Source: an optimization exercise on an open RTL-to-GDS flow (aim: small area). Production flows keep margins and buffers that such runs may drop. Where RTL was checked, it was by simulation tests only, not by an equivalence proof against the original. Power is estimated from default activity; no workload was simulated.

==> trial 35 <==
==> flow/design.v <==
module DPRAM_Banked_Arch #(
    parameter DATA_WIDTH = 8,           
    parameter ADDR_WIDTH = 6,           
    parameter NUM_BANKS  = 4            
)(
    input  wire                     clk,
    input  wire                     we_a,
    input  wire [ADDR_WIDTH-1:0]    addr_a,
    input  wire [DATA_WIDTH-1:0]    din_a,
    output reg  [DATA_WIDTH-1:0]    dout_a,
    input  wire                     we_b,
    input  wire [ADDR_WIDTH-1:0]    addr_b,
    input  wire [DATA_WIDTH-1:0]    din_b,
    output reg  [DATA_WIDTH-1:0]    dout_b
);
    localparam BANK_ADDR_WIDTH = ADDR_WIDTH - $clog2(NUM_BANKS);   
    localparam BANK_DEPTH      = 1 << BANK_ADDR_WIDTH;
    reg [DATA_WIDTH-1:0] banks[NUM_BANKS-1:0][0:BANK_DEPTH-1];
    wire [$clog2(NUM_BANKS)-1:0] bank_sel_a = addr_a[ADDR_WIDTH-1:ADDR_WIDTH-$clog2(NUM_BANKS)];
    wire [$clog2(NUM_BANKS)-1:0] bank_sel_b = addr_b[ADDR_WIDTH-1:ADDR_WIDTH-$clog2(NUM_BANKS)];
    wire [BANK_ADDR_WIDTH-1:0]   bank_addr_a = addr_a[BANK_ADDR_WIDTH-1:0];
    wire [BANK_ADDR_WIDTH-1:0]   bank_addr_b = addr_b[BANK_ADDR_WIDTH-1:0];
    integer i;
    always @(posedge clk) begin
        for (i = 0; i < NUM_BANKS; i = i + 1) begin
            if (bank_sel_a == i) begin
                if (we_a)
                    banks[i][bank_addr_a] <= din_a;
                dout_a <= banks[i][bank_addr_a];
            end
            if (bank_sel_b == i) begin
                if (bank_sel_b != bank_sel_a || !we_a) begin
                    if (we_b)
                        banks[i][bank_addr_b] <= din_b;
                end
                dout_b <= banks[i][bank_addr_b];
            end
        end
    end
endmodule
==> flow/run.sh <==
#!/bin/bash
# synth_recipe.tcl (not shown) runs the flow's synth.tcl, then flattens the netlist and writes it again
# the make line also repeats each setting of config.mk as NAME=value (left out here)
make -C /OpenROAD-flow-scripts/flow DESIGN_CONFIG=/design/flow/config.mk WORK_HOME=/design/flow/orfs CLKGATE_MAP_FILE= SYNTH_SCRIPT=/design/flow/synth_recipe.tcl finish
==> flow/config.mk <==
export PLATFORM = sky130hd
export DESIGN_NAME = DPRAM_Banked_Arch
export DESIGN_NICKNAME = DPRAM_Banked_Arch
export VERILOG_FILES = /design/flow/design.v
export SDC_FILE = /design/flow/constraint.sdc
export NUM_CORES = 4
export LEC_CHECK = 0
export CAP_MARGIN = 20
export CORE_MARGIN = 2
export CORE_UTILIZATION = 40
export PLACE_DENSITY = 0.6
export SLEW_MARGIN = 20
==> flow/constraint.sdc <==
create_clock -name core_clock -period 5.0 [get_ports {clk}]
set_input_delay 1.0000 -clock core_clock [delete_from_list [all_inputs] [get_ports {clk}]]
set_output_delay 1.0000 -clock core_clock [all_outputs]
set_load 0.01 [all_outputs]
==> inputs of build 58, as changes to trial 35 <==
==> flow/design.v (replaced) <==
module DPRAM_Banked_Arch #(
    parameter DATA_WIDTH = 8,
    parameter ADDR_WIDTH = 6,
    parameter NUM_BANKS  = 4
)(
    input  wire                     clk,
    input  wire                     we_a,
    input  wire [ADDR_WIDTH-1:0]    addr_a,
    input  wire [DATA_WIDTH-1:0]    din_a,
    output reg  [DATA_WIDTH-1:0]    dout_a,
    input  wire                     we_b,
    input  wire [ADDR_WIDTH-1:0]    addr_b,
    input  wire [DATA_WIDTH-1:0]    din_b,
    output reg  [DATA_WIDTH-1:0]    dout_b
);
    localparam DW    = DATA_WIDTH;
    localparam WORDS = 1 << ADDR_WIDTH;
    localparam BW    = $clog2(NUM_BANKS);
    localparam WPB   = WORDS / NUM_BANKS;
    reg  [DW*WORDS-1:0] store;
    wire [DW*WORDS-1:0] store_nxt;
    wire [DW-1:0]       rd_a, rd_b;
    always @(posedge clk) begin
        store  <= store_nxt;
        dout_a <= rd_a;
        dout_b <= rd_b;
    end
    wire [WORDS-1:0] sel_a, sel_b;
    dpram_dec6 u_dec_a (.addr(addr_a), .sel(sel_a));
    dpram_dec6 u_dec_b (.addr(addr_b), .sel(sel_b));
    wire [DW*NUM_BANKS-1:0] wd;
    wire [NUM_BANKS-1:0]    wa_bank, wb_bank;
    dpram_ctrl u_ctrl (
        .we_a(we_a), .we_b(we_b),
        .bank_a(addr_a[ADDR_WIDTH-1:ADDR_WIDTH-BW]),
        .bank_b(addr_b[ADDR_WIDTH-1:ADDR_WIDTH-BW]),
        .din_a(din_a), .din_b(din_b),
        .wd(wd), .wa_bank(wa_bank), .wb_bank(wb_bank)
    );
    genvar w, j;
    generate
        for (w = 0; w < WORDS; w = w + 1) begin : g_word
            wire wen, wen_n;
            dpram_a22o  u_wen (.a1(sel_a[w]), .a2(wa_bank[w/WPB]),
                               .b1(sel_b[w]), .b2(wb_bank[w/WPB]), .y(wen));
            dpram_inv   u_wenn (.a(wen), .y(wen_n));
            for (j = 0; j < DW; j = j + 1) begin : g_bit
                dpram_a22o u_hold (
                    .a1(store[w*DW+j]), .a2(wen_n),
                    .b1(wd[(w/WPB)*DW+j]), .b2(wen),
                    .y(store_nxt[w*DW+j]));
            end
        end
        for (j = 0; j < DW; j = j + 1) begin : g_rd
            wire [WORDS-1:0] col;
            for (w = 0; w < WORDS; w = w + 1) begin : g_col
                assign col[w] = store[w*DW+j];
            end
            dpram_rd64 u_rd_a (.d(col), .sel(sel_a), .y(rd_a[j]));
            dpram_rd64 u_rd_b (.d(col), .sel(sel_b), .y(rd_b[j]));
        end
    endgenerate
endmodule
module dpram_rd64 (
    input  wire [63:0] d,
    input  wire [63:0] sel,
    output wire        y
);
    wire [21:0] p;    
    wire [5:0]  q;    
    wire [1:0]  r;
    genvar i;
    generate
        for (i = 0; i < 21; i = i + 1) begin : g_p
            dpram_a222oi u (.a1(d[3*i]), .a2(sel[3*i]),
                            .b1(d[3*i+1]), .b2(sel[3*i+1]),
                            .c1(d[3*i+2]), .c2(sel[3*i+2]), .y(p[i]));
        end
        for (i = 0; i < 5; i = i + 1) begin : g_q
            dpram_nand4 u (.a(p[4*i]), .b(p[4*i+1]), .c(p[4*i+2]), .d(p[4*i+3]), .y(q[i]));
        end
    endgenerate
    dpram_nand2 u_p21 (.a(d[63]), .b(sel[63]), .y(p[21]));
    dpram_nand2 u_q5  (.a(p[20]), .b(p[21]), .y(q[5]));
    dpram_or3   u_r0  (.a(q[0]), .b(q[1]), .c(q[2]), .y(r[0]));
    dpram_or3   u_r1  (.a(q[3]), .b(q[4]), .c(q[5]), .y(r[1]));
    dpram_or2   u_y   (.a(r[0]), .b(r[1]), .y(y));
endmodule
module dpram_dec6 (
    input  wire [5:0]  addr,
    output wire [63:0] sel
);
    wire [7:0] hi_n, lo_n;
    dpram_dec3n u_hi (.a(addr[5:3]), .y_n(hi_n));
    dpram_dec3n u_lo (.a(addr[2:0]), .y_n(lo_n));
    genvar h, l;
    generate
        for (h = 0; h < 8; h = h + 1) begin : g_h
            for (l = 0; l < 8; l = l + 1) begin : g_l
                dpram_nor2 u (.a(hi_n[h]), .b(lo_n[l]), .y(sel[h*8+l]));
            end
        end
    endgenerate
endmodule
module dpram_dec3n (
    input  wire [2:0] a,
    output wire [7:0] y_n
);
    genvar i;
    generate
        for (i = 0; i < 8; i = i + 1) begin : g
            assign y_n[i] = ~(a == i);
        end
    endgenerate
endmodule
module dpram_ctrl (
    input  wire       we_a,
    input  wire       we_b,
    input  wire [1:0] bank_a,
    input  wire [1:0] bank_b,
    input  wire [7:0] din_a,
    input  wire [7:0] din_b,
    output wire [31:0] wd,
    output wire [3:0] wa_bank,
    output wire [3:0] wb_bank
);
    genvar k;
    generate
        for (k = 0; k < 4; k = k + 1) begin : g_bank
            assign wa_bank[k] = we_a && bank_a == k;
            assign wb_bank[k] = we_b && bank_b == k && !wa_bank[k];
            assign wd[k*8 +: 8] = wa_bank[k] ? din_a : din_b;
        end
    endgenerate
endmodule
module dpram_a22o (input wire a1, a2, b1, b2, output wire y);
    assign y = (a1 & a2) | (b1 & b2);
endmodule
module dpram_a222oi (input wire a1, a2, b1, b2, c1, c2, output wire y);
    assign y = ~((a1 & a2) | (b1 & b2) | (c1 & c2));
endmodule
module dpram_or3 (input wire a, b, c, output wire y);
    assign y = a | b | c;
endmodule
module dpram_or2 (input wire a, b, output wire y);
    assign y = a | b;
endmodule
module dpram_nand4 (input wire a, b, c, d, output wire y);
    assign y = ~(a & b & c & d);
endmodule
module dpram_nor2 (input wire a, b, output wire y);
    assign y = ~(a | b);
endmodule
module dpram_nand2 (input wire a, b, output wire y);
    assign y = ~(a & b);
endmodule
module dpram_inv (input wire a, output wire y);
    assign y = ~a;
endmodule
CTS_BUF_LIST = sky130_fd_sc_hd__clkbuf_8   (was default)
CTS_CLUSTER_DIAMETER = 50   (was default)
CTS_CLUSTER_SIZE = 14   (was default)
GPL_TIMING_DRIVEN = 0   (was default)
SYNTH_HIERARCHICAL = 1   (was default)
==> summary.txt <==
Run status
  – Run status: finished clean

Critical path
  – Critical Path Fanout Max: 9
  – Crit-path slowest cell: nand3b_1

Detailed routing
  – Met3 wire length: 12060 um
  – Met1 wire length: 36220 um

Timing
  – Min Tclk post-route: 4148 ps

Layout
  – Multi-input combinational area share: 44.00%
  – Final cell count without fillers: 2703
  – Share of cells above drive strength 1: 6.511%

GRT
  – Initial antenna violation count: 8
That was build 58.
==> summary.txt <==
GRT
  – Initial antenna violation count: 0

Detailed routing
  – Met1 wire length: 30940 um

Critical path
  – Critical Path Fanout Max: 8
  – Crit-path slowest cell: clkdlybuf4s50_1

Layout
  – Share of cells above drive strength 1: 35.97%
  – Multi-input combinational area share: 32.03%

Power and ir drop
  – Combinational Power Share: 10.2%

Place
  – Final HPWL DP: 52050 um

Timing
  – Max-Slew Margin vs Limit: 20.62%

Run status
  – Run status: finished clean
That was trial 35.


==> inputs of v1 <==
DPRAM_Banked_Arch, a different RTL version from the one above (not shown whole).
==> module DPRAM_Banked_Arch, before the edit <==
module DPRAM_Banked_Arch #(
    parameter DATA_WIDTH = 8,
    parameter ADDR_WIDTH = 6,
    parameter NUM_BANKS  = 4
)(
    input  wire                     clk,
    input  wire                     we_a,
    input  wire [ADDR_WIDTH-1:0]    addr_a,
    input  wire [DATA_WIDTH-1:0]    din_a,
    output reg  [DATA_WIDTH-1:0]    dout_a,
    input  wire                     we_b,
    input  wire [ADDR_WIDTH-1:0]    addr_b,
    input  wire [DATA_WIDTH-1:0]    din_b,
    output reg  [DATA_WIDTH-1:0]    dout_b
);
    localparam DW    = DATA_WIDTH;
    localparam WORDS = 1 << ADDR_WIDTH;
    localparam BW    = $clog2(NUM_BANKS);
    localparam WPB   = WORDS / NUM_BANKS;
    reg  [DW*WORDS-1:0] store;
    wire [DW*WORDS-1:0] store_nxt;
    wire [DW-1:0]       rd_a, rd_b;
    always @(posedge clk) begin
        store  <= store_nxt;
        dout_a <= rd_a;
        dout_b <= rd_b;
    end
    wire [WORDS-1:0] sel_a, sel_b;
    dpram_dec6 u_dec_a (.addr(addr_a), .sel(sel_a));
    dpram_dec6 u_dec_b (.addr(addr_b), .sel(sel_b));
    wire [DW*NUM_BANKS-1:0] wd;
    wire [NUM_BANKS-1:0]    wa_bank, wa_bank_n, wb_bank;
    dpram_ctrl u_ctrl (
        .we_a(we_a), .we_b(we_b),
        .bank_a(addr_a[ADDR_WIDTH-1:ADDR_WIDTH-BW]),
        .bank_b(addr_b[ADDR_WIDTH-1:ADDR_WIDTH-BW]),
        .wa_bank(wa_bank), .wa_bank_n(wa_bank_n), .wb_bank(wb_bank)
    );
    genvar w, j, k;
    generate
        for (k = 0; k < NUM_BANKS; k = k + 1) begin : g_wd
            for (j = 0; j < DW; j = j + 1) begin : g_bit
                dpram_a22o u_wd (.a1(din_a[j]), .a2(wa_bank[k]),
                                 .b1(din_b[j]), .b2(wa_bank_n[k]),
                                 .y(wd[k*DW+j]));
            end
        end
        for (w = 0; w < WORDS; w = w + 1) begin : g_word
            wire wen, wen_n;
            dpram_a22o  u_wen (.a1(sel_a[w]), .a2(wa_bank[w/WPB]),
                               .b1(sel_b[w]), .b2(wb_bank[w/WPB]), .y(wen));
            dpram_inv   u_wenn (.a(wen), .y(wen_n));
            for (j = 0; j < DW; j = j + 1) begin : g_bit
                dpram_a22o u_hold (
                    .a1(store[w*DW+j]), .a2(wen_n),
                    .b1(wd[(w/WPB)*DW+j]), .b2(wen),
                    .y(store_nxt[w*DW+j]));
            end
        end
        for (j = 0; j < DW; j = j + 1) begin : g_rd
            wire [WORDS-1:0] col;
            for (w = 0; w < WORDS; w = w + 1) begin : g_col
                assign col[w] = store[w*DW+j];
            end
            dpram_rd64 u_rd_a (.d(col), .sel(sel_a), .y(rd_a[j]));
            dpram_rd64 u_rd_b (.d(col), .sel(sel_b), .y(rd_b[j]));
        end
    endgenerate
endmodule
==> module dpram_dec3n, before the edit <==
module dpram_dec3n (
    input  wire [2:0] a,
    output wire [7:0] y_n
);
    wire [2:0] an;
    dpram_inv u_i0 (.a(a[0]), .y(an[0]));
    dpram_inv u_i1 (.a(a[1]), .y(an[1]));
    dpram_inv u_i2 (.a(a[2]), .y(an[2]));
    genvar i;
    generate
        for (i = 0; i < 8; i = i + 1) begin : g
            dpram_nand3 u (.a(i & 1 ? a[0] : an[0]),
                           .b(i & 2 ? a[1] : an[1]),
                           .c(i & 4 ? a[2] : an[2]), .y(y_n[i]));
        end
    endgenerate
endmodule
==> module dpram_ctrl, before the edit <==
module dpram_ctrl (
    input  wire       we_a,
    input  wire       we_b,
    input  wire [1:0] bank_a,
    input  wire [1:0] bank_b,
    output wire [3:0] wa_bank,
    output wire [3:0] wa_bank_n,
    output wire [3:0] wb_bank
);
    genvar k;
    generate
        for (k = 0; k < 4; k = k + 1) begin : g_bank
            assign wa_bank[k]   = we_a && bank_a == k;
            assign wa_bank_n[k] = !(we_a && bank_a == k);
            assign wb_bank[k]   = we_b && bank_b == k && !wa_bank[k];
        end
    endgenerate
endmodule
==> module dpram_nand3, before the edit <==
module dpram_nand3 (input wire a, b, c, output wire y);
    assign y = ~(a & b & c);
endmodule
==> module dpram_rd64, before the edit <==
module dpram_rd64 (
    input  wire [63:0] d,
    input  wire [63:0] sel,
    output wire        y
);
    wire [21:0] p;    
    wire [5:0]  q;    
    wire [1:0]  r;
    genvar i;
    generate
        for (i = 0; i < 21; i = i + 1) begin : g_p
            dpram_a222oi u (.a1(d[3*i]), .a2(sel[3*i]),
                            .b1(d[3*i+1]), .b2(sel[3*i+1]),
                            .c1(d[3*i+2]), .c2(sel[3*i+2]), .y(p[i]));
        end
        for (i = 0; i < 5; i = i + 1) begin : g_q
            dpram_nand4 u (.a(p[4*i]), .b(p[4*i+1]), .c(p[4*i+2]), .d(p[4*i+3]), .y(q[i]));
        end
    endgenerate
    dpram_nand2 u_p21 (.a(d[63]), .b(sel[63]), .y(p[21]));
    dpram_nand2 u_q5  (.a(p[20]), .b(p[21]), .y(q[5]));
    dpram_or3   u_r0  (.a(q[0]), .b(q[1]), .c(q[2]), .y(r[0]));
    dpram_or3   u_r1  (.a(q[3]), .b(q[4]), .c(q[5]), .y(r[1]));
    dpram_or2   u_y   (.a(r[0]), .b(r[1]), .y(y));
endmodule
==> module dpram_or2, before the edit <==
module dpram_or2 (input wire a, b, output wire y);
    assign y = a | b;
endmodule
export LEC_CHECK = 0
export CAP_MARGIN = 20
export CORE_MARGIN = 2
export CORE_UTILIZATION = 40
export GPL_TIMING_DRIVEN = 0
export PLACE_DENSITY = 0.6
export SLEW_MARGIN = 20
export SYNTH_HIERARCHICAL = 1
create_clock -name core_clock -period 5.0 [get_ports {clk}]
standard.sh (not shown) runs the stock make flow with config.mk's settings and CLKGATE_MAP_FILE= SYNTH_SCRIPT=/design/flow/synth_recipe.tcl, a recipe that flattens the netlist after the stock synthesis.
==> flow/flow/run.sh <==
#!/bin/bash
# The standard ORFS layout (bash standard.sh), with two changes that only
# affect cell area: port buffers are buf_1 (the repair steps resize them where
# needed), and the clock tree uses clkbuf_8 leaf clusters of at most 15 sinks
# and no dummy loads.
set -euo pipefail
CTS="-sink_clustering_enable -repair_clock_nets -dont_use_dummy_load"
CTS="$CTS -sink_clustering_size 15 -sink_clustering_max_diameter 100"
CTS="$CTS -buf_list {sky130_fd_sc_hd__clkbuf_8}"
bash standard.sh \
  "BUFFER_PORTS_ARGS=-buffer_cell sky130_fd_sc_hd__buf_1" \
  "CTS_ARGS=$CTS" \
  finish > standard_flow.log 2>&1
==> v14 (differences from v1) <==
--- a/flow/design.v
+++ b/flow/design.v
@@ -31,3 +31,3 @@
     wire [DW*NUM_BANKS-1:0] wd;
-    wire [NUM_BANKS-1:0]    wa_bank, wa_bank_n, wb_bank;
+    wire wb_ok;
     dpram_ctrl u_ctrl (
@@ -36,17 +36,11 @@
         .bank_b(addr_b[ADDR_WIDTH-1:ADDR_WIDTH-BW]),
-        .wa_bank(wa_bank), .wa_bank_n(wa_bank_n), .wb_bank(wb_bank)
+        .din_a(din_a), .din_b(din_b),
+        .wd(wd), .wb_ok(wb_ok)
     );
-    genvar w, j, k;
+    genvar w, j;
     generate
-        for (k = 0; k < NUM_BANKS; k = k + 1) begin : g_wd
-            for (j = 0; j < DW; j = j + 1) begin : g_bit
-                dpram_a22o u_wd (.a1(din_a[j]), .a2(wa_bank[k]),
-                                 .b1(din_b[j]), .b2(wa_bank_n[k]),
-                                 .y(wd[k*DW+j]));
-            end
-        end
         for (w = 0; w < WORDS; w = w + 1) begin : g_word
             wire wen, wen_n;
-            dpram_a22o  u_wen (.a1(sel_a[w]), .a2(wa_bank[w/WPB]),
-                               .b1(sel_b[w]), .b2(wb_bank[w/WPB]), .y(wen));
+            dpram_a22o  u_wen (.a1(sel_a[w]), .a2(we_a),
+                               .b1(sel_b[w]), .b2(wb_ok), .y(wen));
             dpram_inv   u_wenn (.a(wen), .y(wen_n));
@@ -114,6 +108,2 @@
 );
-    wire [2:0] an;
-    dpram_inv u_i0 (.a(a[0]), .y(an[0]));
-    dpram_inv u_i1 (.a(a[1]), .y(an[1]));
-    dpram_inv u_i2 (.a(a[2]), .y(an[2]));
     genvar i;
@@ -121,5 +111,3 @@
         for (i = 0; i < 8; i = i + 1) begin : g
-            dpram_nand3 u (.a(i & 1 ? a[0] : an[0]),
-                           .b(i & 2 ? a[1] : an[1]),
-                           .c(i & 4 ? a[2] : an[2]), .y(y_n[i]));
+            assign y_n[i] = ~(a == i);
         end
@@ -132,6 +120,8 @@
     input  wire [1:0] bank_b,
-    output wire [3:0] wa_bank,
-    output wire [3:0] wa_bank_n,
-    output wire [3:0] wb_bank
+    input  wire [7:0] din_a,
+    input  wire [7:0] din_b,
+    output wire [31:0] wd,
+    output wire       wb_ok
 );
+    assign wb_ok = we_b & ~(we_a & (bank_a == bank_b));
     genvar k;
@@ -139,5 +129,3 @@
         for (k = 0; k < 4; k = k + 1) begin : g_bank
-            assign wa_bank[k]   = we_a && bank_a == k;
-            assign wa_bank_n[k] = !(we_a && bank_a == k);
-            assign wb_bank[k]   = we_b && bank_b == k && !wa_bank[k];
+            assign wd[k*8 +: 8] = (we_a && bank_a == k) ? din_a : din_b;
         end
@@ -163,5 +151,2 @@
 endmodule
-module dpram_nand3 (input wire a, b, c, output wire y);
-    assign y = ~(a & b & c);
-endmodule
 module dpram_nand2 (input wire a, b, output wire y);
==> flow/run.sh (new file) <==
#!/bin/bash
# synth_recipe.tcl (not shown) runs the flow's synth.tcl, then flattens the netlist and writes it again
# the make line also repeats each setting of config.mk as NAME=value (left out here)
make -C /OpenROAD-flow-scripts/flow DESIGN_CONFIG=/design/flow/config.mk WORK_HOME=/design/flow/orfs CLKGATE_MAP_FILE= SYNTH_SCRIPT=/design/flow/synth_recipe.tcl finish
GPL_TIMING_DRIVEN = unset   (was 0)
removed: flow/flow/run.sh
removed: flow/standard.sh
==> v6 (differences from v1) <==
--- a/flow/design.v
+++ b/flow/design.v
@@ -76,3 +76,3 @@
     wire [5:0]  q;    
-    wire [1:0]  r;
+    wire        r;
     genvar i;
@@ -90,5 +90,4 @@
     dpram_nand2 u_q5  (.a(p[20]), .b(p[21]), .y(q[5]));
-    dpram_or3   u_r0  (.a(q[0]), .b(q[1]), .c(q[2]), .y(r[0]));
-    dpram_or3   u_r1  (.a(q[3]), .b(q[4]), .c(q[5]), .y(r[1]));
-    dpram_or2   u_y   (.a(r[0]), .b(r[1]), .y(y));
+    dpram_or4   u_r   (.a(q[0]), .b(q[1]), .c(q[2]), .d(q[3]), .y(r));
+    dpram_or3   u_y   (.a(r), .b(q[4]), .c(q[5]), .y(y));
 endmodule
@@ -154,4 +153,4 @@
 endmodule
-module dpram_or2 (input wire a, b, output wire y);
-    assign y = a | b;
+module dpram_or4 (input wire a, b, c, d, output wire y);
+    assign y = a | b | c | d;
 endmodule
CORE_UTILIZATION = 55   (was 40)
PLACE_DENSITY = 0.7   (was 0.6)
==> v27 (differences from v1) <==
--- a/flow/design.v
+++ b/flow/design.v
@@ -31,3 +31,3 @@
     wire [DW*NUM_BANKS-1:0] wd;
-    wire [NUM_BANKS-1:0]    wa_bank, wa_bank_n, wb_bank;
+    wire wb_ok;
     dpram_ctrl u_ctrl (
@@ -36,17 +36,11 @@
         .bank_b(addr_b[ADDR_WIDTH-1:ADDR_WIDTH-BW]),
-        .wa_bank(wa_bank), .wa_bank_n(wa_bank_n), .wb_bank(wb_bank)
+        .din_a(din_a), .din_b(din_b),
+        .wd(wd), .wb_ok(wb_ok)
     );
-    genvar w, j, k;
+    genvar w, j;
     generate
-        for (k = 0; k < NUM_BANKS; k = k + 1) begin : g_wd
-            for (j = 0; j < DW; j = j + 1) begin : g_bit
-                dpram_a22o u_wd (.a1(din_a[j]), .a2(wa_bank[k]),
-                                 .b1(din_b[j]), .b2(wa_bank_n[k]),
-                                 .y(wd[k*DW+j]));
-            end
-        end
         for (w = 0; w < WORDS; w = w + 1) begin : g_word
             wire wen, wen_n;
-            dpram_a22o  u_wen (.a1(sel_a[w]), .a2(wa_bank[w/WPB]),
-                               .b1(sel_b[w]), .b2(wb_bank[w/WPB]), .y(wen));
+            dpram_a22o  u_wen (.a1(sel_a[w]), .a2(we_a),
+                               .b1(sel_b[w]), .b2(wb_ok), .y(wen));
             dpram_inv   u_wenn (.a(wen), .y(wen_n));
@@ -114,6 +108,2 @@
 );
-    wire [2:0] an;
-    dpram_inv u_i0 (.a(a[0]), .y(an[0]));
-    dpram_inv u_i1 (.a(a[1]), .y(an[1]));
-    dpram_inv u_i2 (.a(a[2]), .y(an[2]));
     genvar i;
@@ -121,5 +111,3 @@
         for (i = 0; i < 8; i = i + 1) begin : g
-            dpram_nand3 u (.a(i & 1 ? a[0] : an[0]),
-                           .b(i & 2 ? a[1] : an[1]),
-                           .c(i & 4 ? a[2] : an[2]), .y(y_n[i]));
+            assign y_n[i] = ~(a == i);
         end
@@ -132,6 +120,8 @@
     input  wire [1:0] bank_b,
-    output wire [3:0] wa_bank,
-    output wire [3:0] wa_bank_n,
-    output wire [3:0] wb_bank
+    input  wire [7:0] din_a,
+    input  wire [7:0] din_b,
+    output wire [31:0] wd,
+    output wire       wb_ok
 );
+    assign wb_ok = we_b & ~(we_a & (bank_a == bank_b));
     genvar k;
@@ -139,5 +129,3 @@
         for (k = 0; k < 4; k = k + 1) begin : g_bank
-            assign wa_bank[k]   = we_a && bank_a == k;
-            assign wa_bank_n[k] = !(we_a && bank_a == k);
-            assign wb_bank[k]   = we_b && bank_b == k && !wa_bank[k];
+            assign wd[k*8 +: 8] = (we_a && bank_a == k) ? din_a : din_b;
         end
@@ -163,5 +151,2 @@
 endmodule
-module dpram_nand3 (input wire a, b, c, output wire y);
-    assign y = ~(a & b & c);
-endmodule
 module dpram_nand2 (input wire a, b, output wire y);
==> flow/flow/run.sh (replaced) <==
#!/bin/bash
# The standard ORFS layout, with three changes that only affect cell area:
# port buffers are buf_1 (resized later where timing needs it), CTS inserts
# no dummy loads, and cells off the critical paths are downsized after
# global routing (RECOVER_POWER).
set -euo pipefail
CTS="-sink_clustering_enable -repair_clock_nets -dont_use_dummy_load"
CTS="$CTS -sink_clustering_size 20 -sink_clustering_max_diameter 60"
CTS="$CTS -buf_list {sky130_fd_sc_hd__clkbuf_4 sky130_fd_sc_hd__clkbuf_8}"
bash standard.sh \
  "BUFFER_PORTS_ARGS=-buffer_cell sky130_fd_sc_hd__buf_1" \
  "CTS_ARGS=$CTS" \
  RECOVER_POWER=100 \
  finish > standard_flow.log 2>&1
CTS_BUF_LIST = sky130_fd_sc_hd__clkbuf_4 sky130_fd_sc_hd__clkbuf_8   (was unset)
CTS_CLUSTER_DIAMETER = 60   (was unset)
CTS_CLUSTER_SIZE = 20   (was unset)
==> comparison table <==
Capture instance of the worst register-to-register path: v14 dout_b[5]; v6 dout_b[4]; v27 dout_b[7]; v1 dout_a[7]
Layout overhead on the synthesized area: v14 16.0%; v6 6.85%; v27 8.20%; v1 7.86%
Multiplexer share of the synthesized area: v14 1.69%; v6 0%; v27 1.69%; v1 0%
Top sig layer: v14 met5; v6 met4; v27 met5; v1 met5
Die area: v14 55100 um2; v6 40000 um2; v27 55100 um2; v1 54900 um2
Non-Filler Instances: v14 2715; v6 2470; v27 2651; v1 2662
Global placer's final weighted congestion: v14 1.02; v6 1.01; v27 0.983; v1 0.981
Number of buffers outside the clock class in the layout: v14 66; v6 49; v27 54; v1 50
Root buffer cell: v14 sky130_fd_sc_hd__clkbuf_16; v6 sky130_fd_sc_hd__clkbuf_8; v27 sky130_fd_sc_hd__clkbuf_8; v1 sky130_fd_sc_hd__clkbuf_8
Net switching power: v14 0.00339 W; v6 0.00217 W; v27 0.00295 W; v1 0.00219 W
Grt met3 use: v14 7.77%; v6 11.8%; v27 8.55%; v1 8.41%
Number of vias per cell: v14 7.67; v6 8.39; v27 7.69; v1 7.78
Run status: v14 complete, no violations; v6 complete, no violations; v27 failed layout checks; v1 complete, no violations
Reasons for failing layout checks: v14 -; v6 -; v27 capacitance limit, slew limit; v1 -
Arrival time of the worst setup path: v14 4.41 ns; v6 4.73 ns; v27 4.68 ns; v1 4.30 ns
Final cell utilization of the core: v14 47.0%; v6 59.8%; v27 43.8%; v1 43.6%
Setup skew after layout: v14 0.0239 ns; v6 0.0632 ns; v27 0.0588 ns; v1 0.0460 ns
Only the layout flow was run in v1; the RTL was not checked for function there.

static timing again, ports no longer ideal:
Ports are ideal in the flow. The routed layouts listed here were re-timed in OpenROAD. Step 1 assumes that a clkbuf_16 drives the clock port and a buf_2 every other input. Step 2 times the ports against the registers' clock, not the clock port: input delays grow and output delays shrink by t, the midpoint of the rising clock arrivals with the driver on. a / b / c = ideal / step 1 / step 2; a / b = the first two.
run	t (ns)	slack for setup (ns)	worst register clock-pin slew, ns	worst data-port slew with drivers (ns)
trial 35	0.678	1.242 / 1.277 / 0.599	0.06 / 0.06	0.12
build 58	0.746	0.852 / 0.858 / 0.113	0.10 / 0.10	0.05
v1	0.696	1.224 / 1.212 / 0.516	0.10 / 0.10	0.14
v14	0.657	1.071 / 1.096 / 0.439	0.07 / 0.07	0.09
v6	0.707	0.754 / 0.785 / 0.078	0.12 / 0.12	0.12
v27	0.699	0.862 / 0.830 / 0.131	0.12 / 0.12	0.12
For build 58, which loses most, drivers alone change the setup slack by +0.006 ns; drivers and shift together by -0.739 ns.
